This is an optimization exercise on Yosys and OpenROAD, whose aim is small area, not a production implementation.
The RTL was checked by simulation tests, not by an equivalence proof against the original design.
Power is estimated from default activity; no workload was simulated.

==> flow/design.v <==
`timescale 1ns / 1ps
module baud_rate_generator (
    input        clk,
    input        rst,
    input        load_div,
    input  [7:0] dll,
    input  [7:0] dlm,
    input        dll_ok,
    input        dlm_ok,
    output reg   tick16,
    output       baud_tick
);
    reg [15:0] ncnt;     
    reg [3:0]  sub;
    wire        loaded = dll_ok | dlm_ok;
    wire [15:0] div = loaded ? {dlm & {8{dlm_ok}}, dll & {8{dll_ok}}} : 16'd651;
    wire        hit = (ncnt == 16'hfffe);    
    always @(posedge clk or posedge rst) begin
        if (rst) begin
            ncnt   <= ~16'd651;
            sub    <= 4'd0;
            tick16 <= 1'b0;
        end else begin
            ncnt   <= (load_div | hit) ? ~div : ncnt + 16'd1;
            tick16 <= ~load_div & hit;
            if (load_div)  sub <= 4'd0;
            else if (hit)  sub <= sub + 4'd1;
        end
    end
    assign baud_tick = tick16 & (sub == 4'd0);
endmodule
`timescale 1ns / 1ps
module fifo (
    input        clk,
    input        rst,
    input        wr_en,
    input        rd_en,
    input  [7:0] din,
    output [7:0] dout,
    output       full,
    output       empty
);
    reg [127:0] mem;
    reg [4:0]   head;
    assign empty = head[4];
    assign full  = (head == 5'd15);
    assign dout  = mem[head[3:0]*8 +: 8];
    wire do_wr = wr_en & ~full;
    wire do_rd = rd_en & ~empty;
    always @(posedge clk)
        if (do_wr) mem <= {mem[119:0], din};
    always @(posedge clk or posedge rst) begin
        if (rst)
            head <= 5'h1f;
        else if (do_wr & ~do_rd)
            head <= head + 5'd1;
        else if (do_rd & ~do_wr)
            head <= head - 5'd1;
    end
endmodule
`timescale 1ns / 1ps
module registers (
    input            clk,
    input            rst,
    input            cs,
    input            wr,
    input      [2:0] addr,
    input      [7:0] wdata,
    output reg [7:0] dll,
    output reg [7:0] dlm,
    output reg [7:0] ier,
    output reg [7:0] lcr,
    output reg [7:0] scr,
    output reg       dll_ok,
    output reg       dlm_ok,
    output reg       ier_ok,
    output reg       scr_ok,
    output reg       write_thr,
    output reg       load_div,
    output reg       frst_tx,
    output reg       frst_rx
);
    wire dlab = lcr[7];
    wire wen  = cs & wr;
    wire we_dll = wen & (addr == 3'd0) & dlab;
    wire we_dlm = wen & (addr == 3'd1) & dlab;
    wire we_ier = wen & (addr == 3'd1) & ~dlab;
    wire we_scr = wen & (addr == 3'd7);
    always @(posedge clk or posedge rst) begin
        if (rst) begin
            lcr       <= 8'd0;
            dll_ok    <= 1'b0;
            dlm_ok    <= 1'b0;
            ier_ok    <= 1'b0;
            scr_ok    <= 1'b0;
            write_thr <= 1'b0;
            load_div  <= 1'b0;
            frst_tx   <= 1'b0;
            frst_rx   <= 1'b0;
        end else begin
            write_thr <= wen & (addr == 3'd0) & ~dlab;
            load_div  <= we_dll | we_dlm;
            frst_rx   <= wen & (addr == 3'd2) & wdata[1];
            frst_tx   <= wen & (addr == 3'd2) & wdata[2];
            if (we_dll) dll_ok <= 1'b1;
            if (we_dlm) dlm_ok <= 1'b1;
            if (we_ier) ier_ok <= 1'b1;
            if (we_scr) scr_ok <= 1'b1;
            if (wen & (addr == 3'd3)) lcr <= wdata;
        end
    end
    always @(posedge clk) begin
        if (we_dll) dll <= wdata;
        if (we_dlm) dlm <= wdata;
        if (we_ier) ier <= wdata;
        if (we_scr) scr <= wdata;
    end
endmodule
`timescale 1ns / 1ps
module tx (
    input        clk,
    input        rst,
    input        baud_tick,
    input        fifo_empty,
    input  [7:0] fifo_dout,
    input  [7:0] lcr,
    output       pop,
    output       idle,
    output reg   stx
);
    localparam IDLE = 3'd0, START = 3'd1, DATA = 3'd2, PAR = 3'd3, STOP = 3'd4;
    reg [2:0] st;
    reg [2:0] bitc;
    reg [7:0] dat;
    reg       par;
    wire [2:0] last = {1'b1, lcr[1:0]};    
    assign idle = (st == IDLE);
    assign pop  = idle & ~fifo_empty;
    always @(posedge clk or posedge rst) begin
        if (rst) begin
            st  <= IDLE;
            par <= 1'b0;
        end else begin
            case (st)
                IDLE:  if (pop) st <= START;
                START: if (baud_tick) st <= DATA;
                DATA:  if (baud_tick && bitc == last) st <= lcr[3] ? PAR : STOP;
                PAR:   if (baud_tick) st <= STOP;
                STOP:  if (baud_tick) st <= IDLE;
                default: st <= st;
            endcase
            if (baud_tick && st == START && lcr[3])
                par <= lcr[4] ? ~^dat : ^dat;
        end
    end
    always @(posedge clk) begin
        if (pop) dat <= fifo_dout;
        if (st != DATA)                   bitc <= 3'd0;
        else if (baud_tick && bitc < last) bitc <= bitc + 3'd1;
    end
    always @(*) begin
        case (st)
            START:   stx = 1'b0;
            DATA:    stx = dat[bitc];
            PAR:     stx = par;
            default: stx = 1'b1;
        endcase
    end
endmodule
`timescale 1ns / 1ps
module rx (
    input            clk,
    input            rst,
    input            tick16,
    input            srx,
    input      [7:0] lcr,
    output     [7:0] sh,
    output reg       done,
    output reg       ferr
);
    localparam IDLE = 2'd0, START = 2'd3, DATA = 2'd2, STOP = 2'd1;
    reg [1:0] sync;
    reg [1:0] st;
    reg [3:0] os;
    reg [2:0] bitc;
    reg [4:0] sh_lo;    
    reg [2:0] sh_hi;
    wire s = sync[1];
    always @(posedge clk) sync <= {sync[0], srx};
    wire [2:0] last = {1'b1, lcr[1:0]};
    wire smp  = tick16 & (os == 4'd1);
    wire bend = tick16 & (os == 4'd8);
    assign sh = {sh_hi, sh_lo};
    always @(posedge clk or posedge rst) begin
        if (rst) begin
            st    <= IDLE;
            done  <= 1'b0;
            ferr  <= 1'b0;
            sh_hi <= 3'd0;
        end else begin
            done <= (st == STOP) & bend;
            ferr <= ((st == START) & bend & s) | ((st == STOP) & smp & ~s);
            case (st)
                IDLE:  if (~s) st <= START;
                START: if (bend) st <= s ? IDLE : DATA;
                DATA:  if (bend && bitc == last) st <= STOP;
                STOP:  if (bend) st <= IDLE;
            endcase
            if (st == DATA && smp) begin
                if (bitc == 3'd5) sh_hi[0] <= s;
                if (bitc == 3'd6) sh_hi[1] <= s;
                if (bitc == 3'd7) sh_hi[2] <= s;
            end
        end
    end
    always @(posedge clk) begin
        if (st == IDLE)  os <= 4'd0;
        else if (tick16) os <= os + 4'd1;
        if (st != DATA)  bitc <= 3'd0;
        else if (bend)   bitc <= bitc + 3'd1;
        if (st == DATA && smp) begin
            if (bitc == 3'd0) sh_lo[0] <= s;
            if (bitc == 3'd1) sh_lo[1] <= s;
            if (bitc == 3'd2) sh_lo[2] <= s;
            if (bitc == 3'd3) sh_lo[3] <= s;
            if (bitc == 3'd4) sh_lo[4] <= s;
        end
    end
endmodule
`timescale 1ns / 1ps
module uart_16550 (
    input         clk,
    input         rst,
    input         cs,
    input         wr,
    input  [2:0]  addr,
    input  [7:0]  wdata,
    output reg [7:0] rdata,
    output        irq,
    input         rx,
    output        tx,
    output        out1,
    output        out2
);
    wire [7:0] dll, dlm, ier, lcr, scr;
    wire       dll_ok, dlm_ok, ier_ok, scr_ok;
    wire       write_thr, load_div, frst_tx, frst_rx;
    wire       tick16, baud_tick;
    wire [7:0] txf_dout, rxf_dout, rsh;
    wire       txf_full, txf_empty, rxf_full, rxf_empty;
    wire       tx_pop, tx_idle;
    wire       rx_done, ferr;
    reg        rxf_wr;
    wire dlab     = lcr[7];
    wire read_rbr = cs & ~wr & (addr == 3'd0) & ~dlab;
    registers reg_file (
        .clk(clk), .rst(rst), .cs(cs), .wr(wr), .addr(addr), .wdata(wdata),
        .dll(dll), .dlm(dlm), .ier(ier), .lcr(lcr), .scr(scr),
        .dll_ok(dll_ok), .dlm_ok(dlm_ok), .ier_ok(ier_ok), .scr_ok(scr_ok),
        .write_thr(write_thr), .load_div(load_div), .frst_tx(frst_tx), .frst_rx(frst_rx)
    );
    baud_rate_generator baud_gen (
        .clk(clk), .rst(rst), .load_div(load_div), .dll(dll), .dlm(dlm),
        .dll_ok(dll_ok), .dlm_ok(dlm_ok),
        .tick16(tick16), .baud_tick(baud_tick)
    );
    fifo tx_fifo (
        .clk(clk), .rst(rst | frst_tx),
        .wr_en(write_thr), .rd_en(tx_pop), .din(wdata),
        .dout(txf_dout), .full(txf_full), .empty(txf_empty)
    );
    always @(posedge clk or posedge rst)
        if (rst) rxf_wr <= 1'b0;
        else     rxf_wr <= rx_done;
    fifo rx_fifo (
        .clk(clk), .rst(rst | frst_rx),
        .wr_en(rxf_wr), .rd_en(read_rbr), .din(rsh),
        .dout(rxf_dout), .full(rxf_full), .empty(rxf_empty)
    );
    tx transmitter (
        .clk(clk), .rst(rst), .baud_tick(baud_tick),
        .fifo_empty(txf_empty), .fifo_dout(txf_dout), .lcr(lcr),
        .pop(tx_pop), .idle(tx_idle), .stx(tx)
    );
    rx receiver (
        .clk(clk), .rst(rst), .tick16(tick16), .srx(rx), .lcr(lcr),
        .sh(rsh), .done(rx_done), .ferr(ferr)
    );
    wire [7:0] lsr = {1'b0, tx_idle & txf_empty, tx_idle, ferr, 1'b0, 1'b0,
                      rxf_full & rx_done, ~rxf_empty};
    wire rd    = cs & ~wr;
    wire s_dll = rd & (addr == 3'd0) & dlab & dll_ok;
    wire s_rbr = rd & (addr == 3'd0) & ~dlab & ~rxf_empty;
    wire s_dlm = rd & (addr == 3'd1) & dlab & dlm_ok;
    wire s_ier = rd & (addr == 3'd1) & ~dlab & ier_ok;
    wire s_iir = rd & (addr == 3'd2);
    wire s_lcr = rd & (addr == 3'd3);
    wire s_lsr = rd & (addr == 3'd5);
    wire s_scr = rd & (addr == 3'd7) & scr_ok;
    always @(*) begin
        rdata = ({8{s_dll}} & dll) | ({8{s_rbr}} & rxf_dout) | ({8{s_dlm}} & dlm) |
                ({8{s_ier}} & ier) | ({8{s_lcr}} & lcr) | ({8{s_lsr}} & lsr) |
                ({8{s_scr}} & scr) | {5'd0, s_iir, 2'd0};
    end
    assign irq  = ~rxf_empty & ier[0] & ier_ok;
    assign out1 = 1'b0;
    assign out2 = 1'b0;
endmodule
==> flow/flow/run.sh <==
#!/bin/bash
# Layout flow: the standard ORFS flow (standard.sh) with three changes.
#  1. Synthesis is synth_recipe.tcl unchanged except that Yosys's abc pass maps
#     the combinational logic with flow/area.abc, an area-oriented ABC script,
#     instead of ORFS's speed script. Registers are mapped before abc runs, so
#     they are the same cells with the same names as in the standard synthesis.
#  2. CTS uses clkbuf_16 only, with larger sink clusters, and no dummy loads.
#  3. The port buffers are buf_1 cells.
# Every tool's output goes to orfs/logs (ORFS's own per-step logs) and to
# flow.log in this folder.
set -euo pipefail
W=$(pwd)

{
  printf 'proc abc {args} {\n'
  printf '  set i [lsearch -exact $args -script]\n'
  printf '  if {$i >= 0} { lset args [expr {$i + 1}] %s }\n' "$W/flow/area.abc"
  printf '  yosys abc {*}$args\n'
  printf '}\n'
  cat synth_recipe.tcl
} > own_synth.tcl
sed "s#$W/synth_recipe.tcl#$W/own_synth.tcl#g" standard.sh > own_standard.sh
grep -q own_synth.tcl own_standard.sh

export CTS_ARGS="-sink_clustering_enable -repair_clock_nets -dont_use_dummy_load -buf_list sky130_fd_sc_hd__clkbuf_8 -sink_clustering_size 17 -sink_clustering_max_diameter 65"
export BUFFER_PORTS_ARGS="-buffer_cell sky130_fd_sc_hd__buf_1"

bash own_standard.sh > flow.log 2>&1
test -f out/final.def
==> flow/flow/area.abc <==
&get -n
&st
&syn2
&synch2
&put
dch -f
amap
==> flow/standard.sh <==
#!/bin/bash
# synth_recipe.tcl (not shown) runs the flow's synth.tcl, then flattens the netlist and writes it again
# the make line also repeats each setting of config.mk as NAME=value (left out here)
make -C /OpenROAD-flow-scripts/flow DESIGN_CONFIG=/design/flow/config.mk WORK_HOME=/design/flow/orfs CLKGATE_MAP_FILE= SYNTH_SCRIPT=/design/flow/synth_recipe.tcl "${@:-finish}"
==> flow/config.mk <==
export PLATFORM = sky130hd
export DESIGN_NAME = uart_16550
export DESIGN_NICKNAME = uart_16550
export VERILOG_FILES = /design/flow/design.v
export SDC_FILE = /design/flow/constraint.sdc
export NUM_CORES = 4
export LEC_CHECK = 0
export CAP_MARGIN = 20
export CORE_MARGIN = 2
export CORE_UTILIZATION = 50
export PLACE_DENSITY = 0.65
export SLEW_MARGIN = 20
==> flow/constraint.sdc <==
create_clock -name core_clock -period 10.0 [get_ports {clk}]
set_input_delay 2.0000 -clock core_clock [delete_from_list [all_inputs] [get_ports {clk}]]
set_output_delay 2.0000 -clock core_clock [all_outputs]
set_load 0.01 [all_outputs]
==> results.cfg, run 1 <==
[yosys]
synth_cell_types = 51
synth_edf_count = 301
yosys.area.top_type_share_pct = 61.33
ys_seq_area_share_pct = 73.16
yosys-top-cells-count = edfxtp_1, nor2_1, clkinv_1
syn_avg_cell_area_sq_um = 14.66
synth_ff_type = edfxtp_1
synth_area_sq_um = 14740
ys_top_cells_by_area = edfxtp_1, dfrtp_1, a221oi_1, dfstp_2, nor2_1
synth_top_area_cell = edfxtp_1
syn_inst = 1005
yosysMostFrequentCell = edfxtp_1
synth-seq-cells = 372
async_reset_ff_share_pct = 15.86
yosys_warnings = 6

[sta]
relSlewSlack_pct = 33.40
timing.final.crit_share_pct = 66.72
skew_ns = 0.03152
tightestPinTransition_ns = 0.9990
max_freq_mhz = 149.9
drv_slew = 0
hold_ws_ns = 0.3422
layout_min_cycle_time_ns = 6.672
fin_tns_setup_ns = 0
hold_viol = 0
rsz0062_at_grt = false
setup_viol = 0
worst_slack_ns = 3.328

[drt]
final_antenna_net_count = 0
wl_per_cell_um = 20.93
drt-initial-drc-count = 1028
vias = 9043
drtPass1Iterations = 5
via_per_inst = 6.207
drc = 0
detail_route.wirelength_mm = 30.50

[pwr]
pwr-share-comb_pct = 18.9
internal-power_uw = 2211
vdd_drop_max_mv = 0.1198
p_switching_uw = 904.8
power.density_nw_per_um2 = 197.0
pwr-share-seq_pct = 58.8
p_clk_share_pct = 22.3
p_leak_uw = 0.004842
switching_share_pct = 29.04

[setup_path]
critical-path-top-delay-family = buffers and inverters
worstSetupStartpointType = flop
crit_type = flop to output port
crit_path_end_kind = output port
regToRegStartpoint = rx_fifo.head[1]$_DFFE_PP1P_
slowest_delay_ns = 0.96
cp_num_buf_inv = 4
cp.required_ns = 8.00
startpoint = rx_fifo.head[1]$_DFFE_PP1P_
worstPathArrival_ns = 4.67
cp_max_fo = 67
cpMaxStageDelayCell = clkinv_1
cp_cell_sequence = buf_4 > clkinv_1 > buf_4 > a221oi_1 > nor3_1 > nor4_1 > o221ai_1 > buf_1
cpMostUsedCell = buf_4

[clock_network]
clk_pin_slew_worst_paths_ns = 0.10
cts_buffers = 28
clockBufferDepth = 3
cts_resized = 0
worstSkewPairLatency_ns = 0.59
holdBufCountCts = 0
cts-htree-levels = 1
cts_tree = built
cts-root-buf = clkbuf_8
post_cts_buffers = 0
clock-sinks = 372

[grt]
first_global_vias = 8568
grt_max_degree = 83
grt_overflow = 0
antenna_found_initial = 0
grt_pass1_wl_mm = 48.59
grt_usage_pct = 19.80

[finish]
final_util_pct = 54.80
fin_nets = 1117
diodes = 0
nFillCells = 2397
area_delta_synth_final_pct = 7.310
fin_cells = 1457
drive_gt1_share_pct = 6.337

[placement]
place_inst = 1429
io_buffers = 25
post-dp-hpwl_mm = 19.15
pre_cts_ws_ns = 3.888
gp_congestion = 0.8047

[floorplanning]
die_w_um = 175.7
io_pins = 28
rows = 62
start_util_pct = 51.07
core_area_sq_um = 28860
die-height_um = 175.7
dieArea_sq_um = 30870

[outcome]
outcome = timing/DRC/antenna clean

[min_path]
hp-class = flop to flop
min_from = receiver.sync[0]$_DFF_P_

[job]
maxCapViolations = 0
[cell families (layout without fill, tap and decap cells)]
| kind of cell | after synthesis | in the layout | share of synthesized area [%] |
|---|---|---|---|
| adders and majority gates | 26 | 26 | 2.309 |
| other | 1 | 2 | 0.02544 |
| and+or+nand+nor | 224 | 224 | 7.021 |
| AOI/OAI and AO/OA | 305 | 305 | 15.44 |
| DFF | 372 | 372 | 73.16 |
| xor gates and xnor gates | 1 | 1 | 0.05944 |
| buffers and inverters | 76 | 143 | 1.987 |
[worst paths after layout]
kind                                          endpoint  slack (ns)  cells past startpoint
hold reg to reg               receiver.sync[1]$_DFF_P_        0.34                      0
setup / recovery                              rdata[4]        3.33                      8
min in group asynchronous  rx_fifo.head[3]$_DFFE_PP1P_        0.62                      1
hold / removal                receiver.sync[1]$_DFF_P_        0.34                      0
setup reg to reg           rx_fifo.head[4]$_DFFE_PP1P_        4.71                     15
max in group asynchronous  transmitter.par$_DFFE_PP0P_        7.86                      3
[cell type report]
class | instances | area [sq um] | share of cell area (%)
Clock buffer | 28 | 385.4 | 2.437
Tap cell | 384 | 480.5 | 3.038
Multi-Input combinational cell | 558 | 3676 | 23.24
Timing Repair Buffer | 41 | 214.0 | 1.353
Sequential cell | 372 | 10780 | 68.17
Inverter | 74 | 277.8 | 1.756
[layer usage]
metal  global-route usage (%)  routed length, um  vias to the layer above
met5                        0                  0                        -
met4                    3.685                456                        0
li1                         -                  -                     4216
met1                    31.72              14900                     4548
met2                    29.56              13520                      244
met3                    2.316               1622                       35
[power groups by stage]
stage,registers (uW),logic [uW],clock network [uW]
6_report,1830,588,695
5_1_grt,1840,657,774
4_1_cts,1830,595,720
3_5_place_dp,1870,592,0
3_3_place_gp,1860,583,0
2_1_floorplan,1860,393,0
[sequential cells by signal, summed over array words and instances, names as in the netlist, 8 cells and up]
signal,flops
reg_file.scr,8
rx_fifo.mem,128
baud_gen.ncnt,16
reg_file.ier,8
reg_file.lcr,8
tx_fifo.mem,128
reg_file.dlm,8
reg_file.dll,8
transmitter.dat,8
[worst reg2reg max path, stage by stage, from the launching register on]
cell and delay [ns]:
dfstp_2 0.53, buf_4 0.52, clkinv_1 1.01, buf_4 0.55
nor4_1 0.63, nor2b_4 0.06, buf_4 0.33, ha_1 0.31
clkinv_1 0.11, ha_1 0.28, a21o_1 0.19, a21oi_1 0.19
nor2_1 0.06, a211oi_1 0.26, nor2_1 0.07, a21oi_1 0.12
[cell usage in the layout (no fill, tap or decap), types with 5 or more instances in the layout]
| cell type | synthesis | layout |
|---|---|---|
| nand3_1 | 6 | 6 |
| clkinv_1 | 74 | 73 |
| dfstp_2 | 21 | 21 |
| or3_1 | 6 | 6 |
| a22oi_1 | 20 | 20 |
| dfxtp_1 | 12 | 12 |
| a221o_1 | 12 | 12 |
| o21ai_0 | 17 | 17 |
| a21oi_1 | 51 | 51 |
| edfxtp_1 | 301 | 301 |
| a211oi_1 | 7 | 7 |
| nor4_1 | 16 | 16 |
| buf_4 | 2 | 16 |
| dfrtp_1 | 38 | 38 |
| a31oi_1 | 10 | 10 |
| nand4_1 | 5 | 5 |
| nand2_1 | 41 | 41 |
| clkbuf_8 | 0 | 28 |
| buf_1 | 0 | 25 |
| nor2_1 | 83 | 83 |
| a32o_1 | 5 | 5 |
| ha_1 | 24 | 24 |
| o22ai_1 | 40 | 40 |
| a32oi_1 | 12 | 12 |
| nor3_1 | 46 | 46 |
| or2_0 | 9 | 9 |
| o221ai_1 | 27 | 27 |
| a221oi_1 | 69 | 69 |
[stage by stage]
step	area (sq um)	total power, uW
final	15820	3116
after global routing	15820	3274
after CTS	15820	3147
after detailed placement	15430	2457
after global placement	15430	2446
after floorplan	14740	2250
==> run 2: changes to the inputs <==
--- a/flow/flow/run.sh
+++ b/flow/flow/run.sh
@@ -22,7 +22,7 @@
 sed "s#$W/synth_recipe.tcl#$W/own_synth.tcl#g" standard.sh > own_standard.sh
 grep -q own_synth.tcl own_standard.sh
 
-export CTS_ARGS="-sink_clustering_enable -repair_clock_nets -dont_use_dummy_load -buf_list sky130_fd_sc_hd__clkbuf_8 -sink_clustering_size 17 -sink_clustering_max_diameter 65"
+export CTS_ARGS="-sink_clustering_enable -repair_clock_nets -dont_use_dummy_load -buf_list sky130_fd_sc_hd__clkbuf_8 -sink_clustering_size 17 -sink_clustering_max_diameter 70"
 export BUFFER_PORTS_ARGS="-buffer_cell sky130_fd_sc_hd__buf_1"
 
 bash own_standard.sh > flow.log 2>&1
==> results.cfg, run 2 <==
[drt]
drt-initial-drc-count = 1019
wl_per_cell_um = 21.00
drc = 0
drtPass1Iterations = 5
detail_route.wirelength_mm = 30.58
vias = 9083
final_antenna_net_count = 0
via_per_inst = 6.238

[placement]
pre_cts_ws_ns = 3.888
post-dp-hpwl_mm = 19.15
io_buffers = 25
gp_congestion = 0.8047

[yosys]
synth-seq-cells = 372
synth_edf_count = 301
yosys_warnings = 6
yosysMostFrequentCell = edfxtp_1
async_reset_ff_share_pct = 15.86
synth_area_sq_um = 14740
yosys-top-cells-count = edfxtp_1, nor2_1, clkinv_1
syn_inst = 1005
synth_top_area_cell = edfxtp_1
syn_avg_cell_area_sq_um = 14.66
ys_top_cells_by_area = edfxtp_1, dfrtp_1, a221oi_1, dfstp_2, nor2_1
yosys.area.top_type_share_pct = 61.33
ys_seq_area_share_pct = 73.16
synth_cell_types = 51
synth_ff_type = edfxtp_1

[clock_network]
holdBufCountCts = 0
worstSkewPairLatency_ns = 0.59
cts_buffers = 27
post_cts_buffers = 0
clk_pin_slew_worst_paths_ns = 0.11
cts_resized = 0
clock-sinks = 372
cts-htree-levels = 1
cts-root-buf = clkbuf_8
clockBufferDepth = 3
cts_tree = built

[grt]
first_global_vias = 8576
antenna_found_initial = 0
grt_pass1_wl_mm = 48.55
grt_usage_pct = 19.80
grt_overflow = 0
grt_max_degree = 83

[pwr]
power.density_nw_per_um2 = 196.7
p_leak_uw = 0.004835
vdd_drop_max_mv = 0.1211
p_total_uw = 3107

[finish]
drive_gt1_share_pct = 6.250
fin_nets = 1116
area_delta_synth_final_pct = 7.216
nFillCells = 2399
diodes = 0
reg_top3 = rx_fifo.mem: 128 flops, tx_fifo.mem: 128 flops, baud_gen.ncnt: 16 flops
final_cell_mix = edfxtp_1, nor2_1, clkinv_1
layout_commonest_cell = edfxtp_1

[setup_path]
crit_type = flop to output port
cp.required_ns = 8.00
slowest_delay_ns = 0.94
cp_cell_sequence = buf_4 > clkinv_1 > buf_4 > a221oi_1 > nor3_1 > nor4_1 > o221ai_1 > buf_1
r2r_setup_slack_ns = 4.72
worstPathArrival_ns = 4.68
cpMaxStageDelayCell = clkinv_1
worstSetupStartpointType = flop
regToRegStartpoint = rx_fifo.head[1]$_DFFE_PP1P_
cp_max_fo = 67
r2r_end = rx_fifo.head[4]$_DFFE_PP1P_
r2r_cells = 15
crit_path_end_kind = output port
cpMostUsedCell = buf_4

[sta]
hold_viol = 0
max_freq_mhz = 149.7
drv_slew = 0
worst_slack_ns = 3.322
setup_viol = 0
rsz0062_at_grt = false
layout_min_cycle_time_ns = 6.678
skew_ns = 0.03977
fin_tns_setup_ns = 0
tightestPinTransition_ns = 0.9939
timing.final.crit_share_pct = 66.78
relSlewSlack_pct = 33.74

[floorplanning]
die-height_um = 175.7
rows = 62
dieArea_sq_um = 30870
die_w_um = 175.7
io_pins = 28
start_util_pct = 51.07
core_area_sq_um = 28860

[min_path]
holdPathEnd = receiver.sync[1]$_DFF_P_
min_path_cells = 0
hp-class = flop to flop
min_from = receiver.sync[0]$_DFF_P_

[job]
maxCapViolations = 0

[outcome]
outcome = timing/DRC/antenna clean
run 2: cell types whose count changed in the layout (fill, tap and decap cells not counted):
cell,previous run,this run
clkbuf_8,28,27
run 2: logic make-up after synthesis:
family	Yosys count	synth area share [%]
simple gates	224	7.021
compound gates	305	15.44
other cells	1	0.02544
flops	372	73.16
fa+ha+maj	26	2.309
buf+inv	76	1.987
xor+xnor	1	0.05944
run 2: how the worst max path moves through the flow:
stage | from | to | slack, ns | cells after the start
2_1_floorplan | rx_fifo.head[1]$_DFFE_PP1P_ | rx_fifo.head[4]$_DFFE_PP1P_ | 0.56 | 12
3_3_place_gp | wr | rdata[4] | 3.93 | 9
3_5_place_dp | rx_fifo.head[1]$_DFFE_PP1P_ | rdata[4] | 3.89 | 8
4_1_cts | rx_fifo.head[1]$_DFFE_PP1P_ | rdata[4] | 3.26 | 8
5_1_grt | rx_fifo.head[1]$_DFFE_PP1P_ | rdata[4] | 3.00 | 8
6_report | rx_fifo.head[1]$_DFFE_PP1P_ | rdata[4] | 3.32 | 8
run 2: critical path, delay by kind of cell (launching register included):
family                 cells  cell delay, ns
buffers and inverters      4            2.20
AND/OR/NAND/NOR            2            0.73
AO/OA/AOI/OAI              2            0.59
flip-flops                 1            0.53
run 2: layer usage:
| layer | wire, um | global-route usage (%) | up-vias |
|---|---|---|---|
| met2 | 13740 | 29.40 | 235 |
| met5 | 0 | 0 | - |
| met4 | 421 | 3.788 | 0 |
| li1 | - | - | 4220 |
| met1 | 15000 | 31.84 | 4594 |
| met3 | 1408 | 2.273 | 34 |
run 2: per-stage QoR:
step	instance area, sq um	cells	util (%)	hold slack (ns)
floorplan	14740	1006	-	0.3096
global placement	15430	1429	53.47	0.3173
detailed placement	15430	1429	53.47	0.3135
CTS	15800	1456	54.76	0.3455
global route	15800	1456	54.76	0.3599
finish	15800	1456	54.76	0.3423
run 2: final cells by class:
class                      count  area, sq um  area share, %
inverter                      74        277.8          1.758
multi-input combinational    558         3676          23.26
timing repair buffer          41        214.0          1.354
tap                          384        480.5          3.041
sequential                   372        10780          68.23
clock buffer                  27        371.6          2.352
run 2: power breakdown:
| part | total [uW] | switching, uW | leakage, uW | internal, uW |
|---|---|---|---|---|
| Combinational | 589 | 376 | 0.00131 | 213 |
| Sequential | 1830 | 85.7 | 0.00333 | 1750 |
| Clock | 686 | 444 | 0.000194 | 242 |

## static timing again, ports no longer ideal
Ports are ideal in the flow. The routed layouts listed here were re-timed in OpenROAD. Step 1, drivers: a clkbuf_16 drives clk and a buf_2 each remaining input, both assumed. Step 2 adds t to the input delays and takes it off the output delays; t is the mean of the earliest and latest rising clock arrival at the registers after step 1. Input paths then give back, and output paths get back, about the clock's delay inside the block. Slacks: ideal / step 1 / step 2; pairs: ideal / step 1.
| run | shift t [ns] | slack for setup (ns) | pins driven straight from the clock port |
|---|---|---|---|
| run 1 | 0.609 | 3.328 / 3.284 / 3.893 | 1 |
| run 2 | 0.613 | 3.322 / 3.277 / 3.890 | 1 |
After both steps every run listed still meets setup and hold.
